Context: an optimization exercise on an open-source flow, tuned for small area and a short achievable clock period. The choices shown serve that exercise and are no tape-out recipe. Function was checked by simulation only, so behaviour that the tests miss may differ from the original. No driver is modelled on the clock port, so clocking that relies on it looks cheaper here than on a real chip. Power and IR drop assume default switching activity.

Setup of v47:
Design easyobv_lb, start of the top module:
module easyobv_lb
(
    input logic clk,
    input logic rst,
    input logic pause,
    input logic clear,
    output logic timeout,
    input logic [87:0] instr_tdata,
    input logic instr_tvalid,
    output logic instr_tready,
    output logic [63:0] traffic_tdata,
    output logic traffic_tvalid,
    output logic [7:0] traffic_tkeep,
    output logic traffic_tlast,
    output logic [3:0] traffic_tdest,
    input logic traffic_tready,
    input logic [63:0] rx_mon_tdata,
    input logic rx_mon_tvalid,
    input logic rx_mon_tready,
    input logic [7:0] rx_mon_tkeep,
    input logic rx_mon_tlast,
    input logic [3:0] rx_mon_tdest,
    output logic mismatch,
    output logic [19:0] time_cnt,
    output logic [19:0] tx_pkt_cnt,
    output logic [19:0] tx_time_elapsed,
    output logic [19:0] tx_transferred_size,
    output logic [19:0] rx_pkt_cnt,
    output logic [19:0] rx_time_elapsed,
    output logic [19:0] rx_transferred_size,
    output logic [19:0] latency_sum
);
==> flow/config.mk <==
export PLATFORM = sky130hd
export DESIGN_NAME = easyobv_lb
export DESIGN_NICKNAME = easyobv_lb
export VERILOG_FILES = /design/flow/design.v
export SDC_FILE = /design/flow/constraint.sdc
export NUM_CORES = 4
export LEC_CHECK = 0
export CAP_MARGIN = 20
export CORE_MARGIN = 2
export CORE_UTILIZATION = 80
export CTS_CLUSTER_DIAMETER = 90
export CTS_CLUSTER_SIZE = 28
export SETUP_SLACK_MARGIN = 3.9
export SLEW_MARGIN = 20
export SYNTH_HIERARCHICAL = 1
export SYNTH_MINIMUM_KEEP_SIZE = 0
==> flow/constraint.sdc <==
create_clock -name core_clock -period 7.0 [get_ports {clk}]
set_input_delay 1.4000 -clock core_clock [delete_from_list [all_inputs] [get_ports {clk}]]
set_output_delay 1.4000 -clock core_clock [all_outputs]
set_load 0.01 [all_outputs]
standard.sh (not shown) runs the stock make flow with config.mk's settings and CLKGATE_MAP_FILE= SYNTH_SCRIPT=/design/flow/synth_recipe.tcl, a recipe that flattens the netlist after the stock synthesis.
==> flow/flow/run.sh <==
#!/bin/bash
# The standard layout, with two changes: plain buf_1 cells as the port buffers instead
# of the delay buffers buffer_ports picks by default, and, after clock tree synthesis,
# the gate that drives the instr_tready port takes its inputs straight from the port
# buffers (eco.tcl) rather than through the buffers placement put after them.
set -euo pipefail
export BUFFER_PORTS_ARGS="-buffer_cell sky130_fd_sc_hd__buf_1"
bash standard.sh cts > standard_cts.log 2>&1
R=orfs/results/sky130hd/easyobv_lb/base
printf 'read_db %s\nsource flow/eco.tcl\nwrite_db %s\n' $R/4_cts.odb $R/4_cts.odb > eco_run.tcl
openroad -no_init -exit eco_run.tcl > eco.log 2>&1
bash standard.sh > standard_finish.log 2>&1
==> flow/flow/eco.tcl <==
# Shorten the input-to-output path to instr_tready: its gate takes its inputs
# straight from the port buffers, and the gate and the output buffer are upsized.
proc drv_inst {net} {
  foreach it [$net getITerms] {
    if {[$it isOutputSignal]} { return [$it getInst] }
  }
  return ""
}
proc in_net {inst} {
  foreach it [$inst getITerms] {
    if {[$it isInputSignal] && [$it getNet] != "NULL"} { return [$it getNet] }
  }
  return ""
}
set block [ord::get_db_block]
set obuf [drv_inst [[$block findBTerm instr_tready] getNet]]
set gate [drv_inst [in_net $obuf]]
puts "output buffer [$obuf getName] [[$obuf getMaster] getName], gate [$gate getName] [[$gate getMaster] getName]"
foreach it [$gate getITerms] {
  if {![$it isInputSignal]} continue
  set net [$it getNet]
  set d [drv_inst $net]
  # walk back through buffers to the port buffer
  while {$d != "" && [string match "*buf*" [[$d getMaster] getName]] && ![string match "input*" [$d getName]]} {
    set up [in_net $d]
    set dd [drv_inst $up]
    if {$dd == ""} break
    set net $up
    set d $dd
  }
  if {$net != [$it getNet]} {
    puts "  [$it getMTerm] ([[$it getMTerm] getName]): [[$it getNet] getName] -> [$net getName]"
    $it disconnect
    $it connect $net
  }
}
v47: done, clean on timing, DRC and antenna
Modified inputs, v6 compared to v47
- CORE_UTILIZATION: 80 -> 70
==> summary.txt <==
| cell area | v6 vs v47 | ≈ equal |
Global-route wire length before repair: v6 better than v47
When v6 is measured against v47, its share of the clock period used by the worst path after layout turns out 0.31 points lower.
v6 — global-route usage 6.4 points lower, v47 as reference
[compare] base=v47 new=v6: cell row count now larger, maximum net fanout on the critical path lost 1.
Global routing usage on met2 down 9.4 points in v6 wrt v47
On sequential power, v6 and v47 are neck and neck.
For share of power burned in combinational logic, v6 and v47 come out practically identical.
The initial standard-cell utilization of the core of v6 falls short of that of v47 by 10 points.
Taking v47 as the reference point, the worst setup slack after layout of v6 rises by 0.022 ns.
Relative to v6, the following input files were edited for v7:
- SETUP_SLACK_MARGIN: 3.9 -> 3.7
--- outcome ---
- v6 -> v7: die footprint delta 0, exact match
- | maximum ir drop on the vdd rail | lower: v6 |
- Lower part of the total power dissipated in the clock network was reported by v7, not v6.
- Higher clock period minus worst slack was reported by v7, not v6.
- v7 vs v6 — sequential cell area share rose 0.31 points.
- Diff v6 -> v7: effective utilization at floorplan shows no meaningful change, number of multi-input logic gates shows no meaningful change.
diff inputs: v7 => v5
- SETUP_SLACK_MARGIN: 3.7 -> 3.8
==> summary.txt <==
- The lower power share of the clock group came out of v7.
- | number of antenna violations at the first check in global routing | v5 vs v7 | 4 lower |
- Utilization of v7 is on par with v5.
- v5 supports a higher top clock frequency than v7.
- Diff v7 -> v5: total routed wirelength has remained practically unchanged; worst hold-check slack now smaller; number of cells on the worst reg-to-reg path lost 9; total power after layout up 0.34%.
- Share of post-route cells with drive strength above 1 (higher): v5
diff inputs: v5 => v22
- CORE_UTILIZATION changed from 70 to 75
- SETUP_SLACK_MARGIN changed from 3.8 to 3.9
Notes after the runs:
- v22 ended with every stage complete and zero timing, DRC or antenna violations.
- From v5 to v22 the numbers moved as follows: non-clock buffer count now larger; time the final worst path needs with I/O delays and setup essentially unchanged; global routing usage on met3 increased by 1.2 points relative to the old numbers; final design utilization went up.
- Compared with v5, v22 ends up with a larger final cell area.
- The post-detailed-placement half-perimeter wirelength of v5 and that of v22 are within noise of each other.
- v22 and v5 ended up with nearly the same post-route non-filler standard cell count.
- Looking at area growth from synthesis to layout, v22 sits 0.47 points higher than v5 does.

## what the ideal ports hide
How much do the figures lean on ideal ports? The routed layouts below were timed once more, with nothing changed but the port constraints.
Step 1 (the two cells are an assumption about what drives the block):
set clk [get_ports {clk}]
set_driving_cell -lib_cell sky130_fd_sc_hd__clkbuf_16 $clk
set_driving_cell -lib_cell sky130_fd_sc_hd__buf_2 [delete_from_list [all_inputs] $clk]
Step 2 adds t to the input delays and takes it off the output delays; t is the mean of the earliest and latest rising clock arrival at the registers after step 1. Input paths then give back, and output paths get back, about the clock's delay inside the block.
a / b / c = ideal / step 1 / step 2; a / b = the first two.
| run | shift t [ns] | setup WS [ns] | worst register clock-pin slew, ns | worst data-port slew with drivers (ns) |
|---|---|---|---|---|
| v47 | 0.792 | 3.758 / 3.706 / 2.997 | 0.12 / 0.12 | 0.14 |
| v6 | 0.789 | 3.780 / 3.734 / 3.090 | 0.11 / 0.11 | 0.18 |
| v7 | 0.802 | 3.719 / 3.688 / 2.955 | 0.11 / 0.11 | 0.16 |
| v5 | 0.788 | 3.781 / 3.732 / 3.087 | 0.11 / 0.11 | 0.09 |
| v22 | 0.794 | 3.780 / 3.714 / 3.085 | 0.11 / 0.11 | 0.13 |
After both steps setup and hold are still met in every run listed. The setup slack of v7, which loses most, moves by -0.031 ns with the drivers and by -0.764 ns with both steps.
